From an optimization exercise on the open Yosys and OpenROAD flow, aimed at small area, a short achievable clock period and few clock cycles per item; shortcuts taken in it are not production practice. The RTL was checked by simulation tests, not by an equivalence proof against the original design.

## Convolution_without_pipeline
module Convolution_without_pipeline(
    clk, rst_n, in_valid,
    In_IFM_1, In_IFM_2, In_IFM_3, In_IFM_4, In_IFM_5, In_IFM_6, In_IFM_7, In_IFM_8, In_IFM_9,
    In_Weight_1, In_Weight_2, In_Weight_3, In_Weight_4, In_Weight_5, In_Weight_6, In_Weight_7, In_Weight_8, In_Weight_9,
    out_valid, Out_OFM
    );
input clk, rst_n;
input in_valid;
input [7:0] In_IFM_1, In_IFM_2, In_IFM_3, In_IFM_4, In_IFM_5, In_IFM_6, In_IFM_7, In_IFM_8, In_IFM_9;
input [7:0] In_Weight_1, In_Weight_2, In_Weight_3, In_Weight_4, In_Weight_5, In_Weight_6, In_Weight_7, In_Weight_8, In_Weight_9;
output reg out_valid;
output [20:0] Out_OFM;
always @(posedge clk or negedge rst_n)
    if (!rst_n) out_valid <= 1'b0;
    else        out_valid <= in_valid;
  ...
Size: ~54 flip-flops, about 170 I/O pins, about 16000 µm² of cells after synthesis.
clock: 10.0 ns
lec_check: 0
cap_margin: 20
core_margin: 2
core_utilization: 60
setup_slack_margin: 4.5
slew_margin: 20
synth_hierarchical: 1
synth_minimum_keep_size: 0
run.sh (not shown) runs the stock make flow with config.mk's settings and CLKGATE_MAP_FILE= SYNTH_SCRIPT=/design/flow/synth_recipe.tcl, a recipe that flattens the netlist after the stock synthesis.
Testbench counts at the start, summed over its fixed seeds: cycles 3,208, items 3,200.
Edit:
==> flow/flow/run.sh (new file) <==
#!/bin/bash
# Own flow: the standard flow (standard.sh) with its synthesis unchanged.
# The layout steps only differ in two ways:
#  * the delay cells (clkdlybuf4s*, dlygate*, dlymetal*) are not used, so the
#    port buffers and the resizer use ordinary buffers instead;
#  * buffer_ports uses buf_2 for the port buffers.
set -euo pipefail
bash standard.sh synth > synth.log 2>&1
PLATFORM_DONT_USE="sky130_fd_sc_hd__probe_p_8 sky130_fd_sc_hd__probec_p_8 sky130_fd_sc_hd__lpflow_bleeder_1 sky130_fd_sc_hd__lpflow_clkbufkapwr_1 sky130_fd_sc_hd__lpflow_clkbufkapwr_16 sky130_fd_sc_hd__lpflow_clkbufkapwr_2 sky130_fd_sc_hd__lpflow_clkbufkapwr_4 sky130_fd_sc_hd__lpflow_clkbufkapwr_8 sky130_fd_sc_hd__lpflow_clkinvkapwr_1 sky130_fd_sc_hd__lpflow_clkinvkapwr_16 sky130_fd_sc_hd__lpflow_clkinvkapwr_2 sky130_fd_sc_hd__lpflow_clkinvkapwr_4 sky130_fd_sc_hd__lpflow_clkinvkapwr_8 sky130_fd_sc_hd__lpflow_decapkapwr_12 sky130_fd_sc_hd__lpflow_decapkapwr_3 sky130_fd_sc_hd__lpflow_decapkapwr_4 sky130_fd_sc_hd__lpflow_decapkapwr_6 sky130_fd_sc_hd__lpflow_decapkapwr_8 sky130_fd_sc_hd__lpflow_inputiso0n_1 sky130_fd_sc_hd__lpflow_inputiso0p_1 sky130_fd_sc_hd__lpflow_inputiso1n_1 sky130_fd_sc_hd__lpflow_inputiso1p_1 sky130_fd_sc_hd__lpflow_inputisolatch_1 sky130_fd_sc_hd__lpflow_isobufsrc_1 sky130_fd_sc_hd__lpflow_isobufsrc_16 sky130_fd_sc_hd__lpflow_isobufsrc_2 sky130_fd_sc_hd__lpflow_isobufsrc_4 sky130_fd_sc_hd__lpflow_isobufsrc_8 sky130_fd_sc_hd__lpflow_isobufsrckapwr_16 sky130_fd_sc_hd__lpflow_lsbuf_lh_hl_isowell_tap_1 sky130_fd_sc_hd__lpflow_lsbuf_lh_hl_isowell_tap_2 sky130_fd_sc_hd__lpflow_lsbuf_lh_hl_isowell_tap_4 sky130_fd_sc_hd__lpflow_lsbuf_lh_isowell_4 sky130_fd_sc_hd__lpflow_lsbuf_lh_isowell_tap_1 sky130_fd_sc_hd__lpflow_lsbuf_lh_isowell_tap_2 sky130_fd_sc_hd__lpflow_lsbuf_lh_isowell_tap_4"
DELAY_CELLS="sky130_fd_sc_hd__clkdlybuf4s15_1 sky130_fd_sc_hd__clkdlybuf4s15_2 sky130_fd_sc_hd__clkdlybuf4s18_1 sky130_fd_sc_hd__clkdlybuf4s18_2 sky130_fd_sc_hd__clkdlybuf4s25_1 sky130_fd_sc_hd__clkdlybuf4s25_2 sky130_fd_sc_hd__clkdlybuf4s50_1 sky130_fd_sc_hd__clkdlybuf4s50_2 sky130_fd_sc_hd__dlygate4sd1_1 sky130_fd_sc_hd__dlygate4sd2_1 sky130_fd_sc_hd__dlygate4sd3_1 sky130_fd_sc_hd__dlymetal6s2s_1 sky130_fd_sc_hd__dlymetal6s4s_1 sky130_fd_sc_hd__dlymetal6s6s_1"
bash standard.sh "DONT_USE_CELLS=$PLATFORM_DONT_USE $DELAY_CELLS" \
  "BUFFER_PORTS_ARGS=-buffer_cell sky130_fd_sc_hd__buf_2" finish > layout.log 2>&1
==> flow/standard.sh (new file) <==
#!/bin/bash
# synth_recipe.tcl (not shown) runs the flow's synth.tcl, then flattens the netlist and writes it again
# the make line also repeats each setting of config.mk as NAME=value (left out here)
make -C /OpenROAD-flow-scripts/flow DESIGN_CONFIG=/design/flow/config.mk WORK_HOME=/design/flow/orfs CLKGATE_MAP_FILE= SYNTH_SCRIPT=/design/flow/synth_recipe.tcl "${@:-finish}"
CORE_UTILIZATION = 40   (was 60)
removed: flow/run.sh
Outcome:
- worst setup slack improves by 0.074 ns
- worst hold slack gets worse by 0.37 ns
- wire length is higher by 4.2%
- global-route usage went down by 12 points
- first-iteration DRC count went down by 11%
- clock-buffer cell count stays the same
- sequential share of layout area hardly moves
Edit:
==> flow/run.sh (new file) <==
#!/bin/bash
# synth_recipe.tcl (not shown) runs the flow's synth.tcl, then flattens the netlist and writes it again
# the make line also repeats each setting of config.mk as NAME=value (left out here)
make -C /OpenROAD-flow-scripts/flow DESIGN_CONFIG=/design/flow/config.mk WORK_HOME=/design/flow/orfs CLKGATE_MAP_FILE= SYNTH_SCRIPT=/design/flow/synth_recipe.tcl finish
SETUP_SLACK_MARGIN = default   (was 4.5)
removed: flow/flow/run.sh
removed: flow/standard.sh
Effect: The new run finished clean; fmax decreases by 12%; cell area increases by 0.83%; synthesized area is unchanged; first-iteration DRC count decreases by 12%; via count decreases by 0.60%; core utilization increases by 0.37 points; critical path depth increases by 1; cell count decreases by 0.45%.
Edit:
SETUP_SLACK_MARGIN = 4.5   (was default)
What happened: Final area hardly moves; sequential cell count is unchanged; area after synthesis does not change; first-iteration DRC count went up by 19%; worst setup slack is better by 0.76 ns; routed wire length went up by 1.8%; non-clock buffer count went up by 13.
Edit:
CORE_UTILIZATION = 60   (was 40)
SETUP_SLACK_MARGIN = 5   (was 4.5)
Fmax fell by 1.6%.
Worst setup slack gets worse by 0.088 ns.
Via count rose by 4.9%.
Synthesized area stays the same.
Edit:
CORE_UTILIZATION = 40   (was 60)
SETUP_SLACK_MARGIN = 4.7   (was 5)
Result:
- first-iteration DRC count went down by about 11%
- hold slack hardly moves
- die area went up by about 50%

## static timing again, ports no longer ideal
The flow's constraints put no driver on any port. The routed layouts listed below were extracted and timed again, unchanged, in two steps. Step 1, drivers: a clkbuf_16 drives clk and a buf_2 each remaining input, both assumed. Step 2, shift: input delay + t, output delay - t, t = (earliest + latest rising clock arrival at the registers) / 2. This alone moves slack from input paths to output paths. a / b / c = ideal / step 1 / step 2; a / b = the first two.
run | t (ns) | setup WS [ns] | worst setup path after step 2
the first run | 0.360 | 4.434 / 4.384 / 4.208 | input to register
the second run | 0.351 | 4.509 / 4.495 / 4.174 | input to register
the third run | 0.349 | 3.760 / 3.711 / 3.448 | input to register
the fourth run | 0.352 | 4.516 / 4.475 / 4.187 | input to register
the fifth run | 0.361 | 4.428 / 4.373 / 4.362 | input to register
the sixth run | 0.350 | 4.520 / 4.477 / 4.342 | input to register
After both steps every run listed still meets setup and hold. For the second run, which loses most, drivers alone change the setup slack by -0.014 ns; drivers and shift together by -0.335 ns.
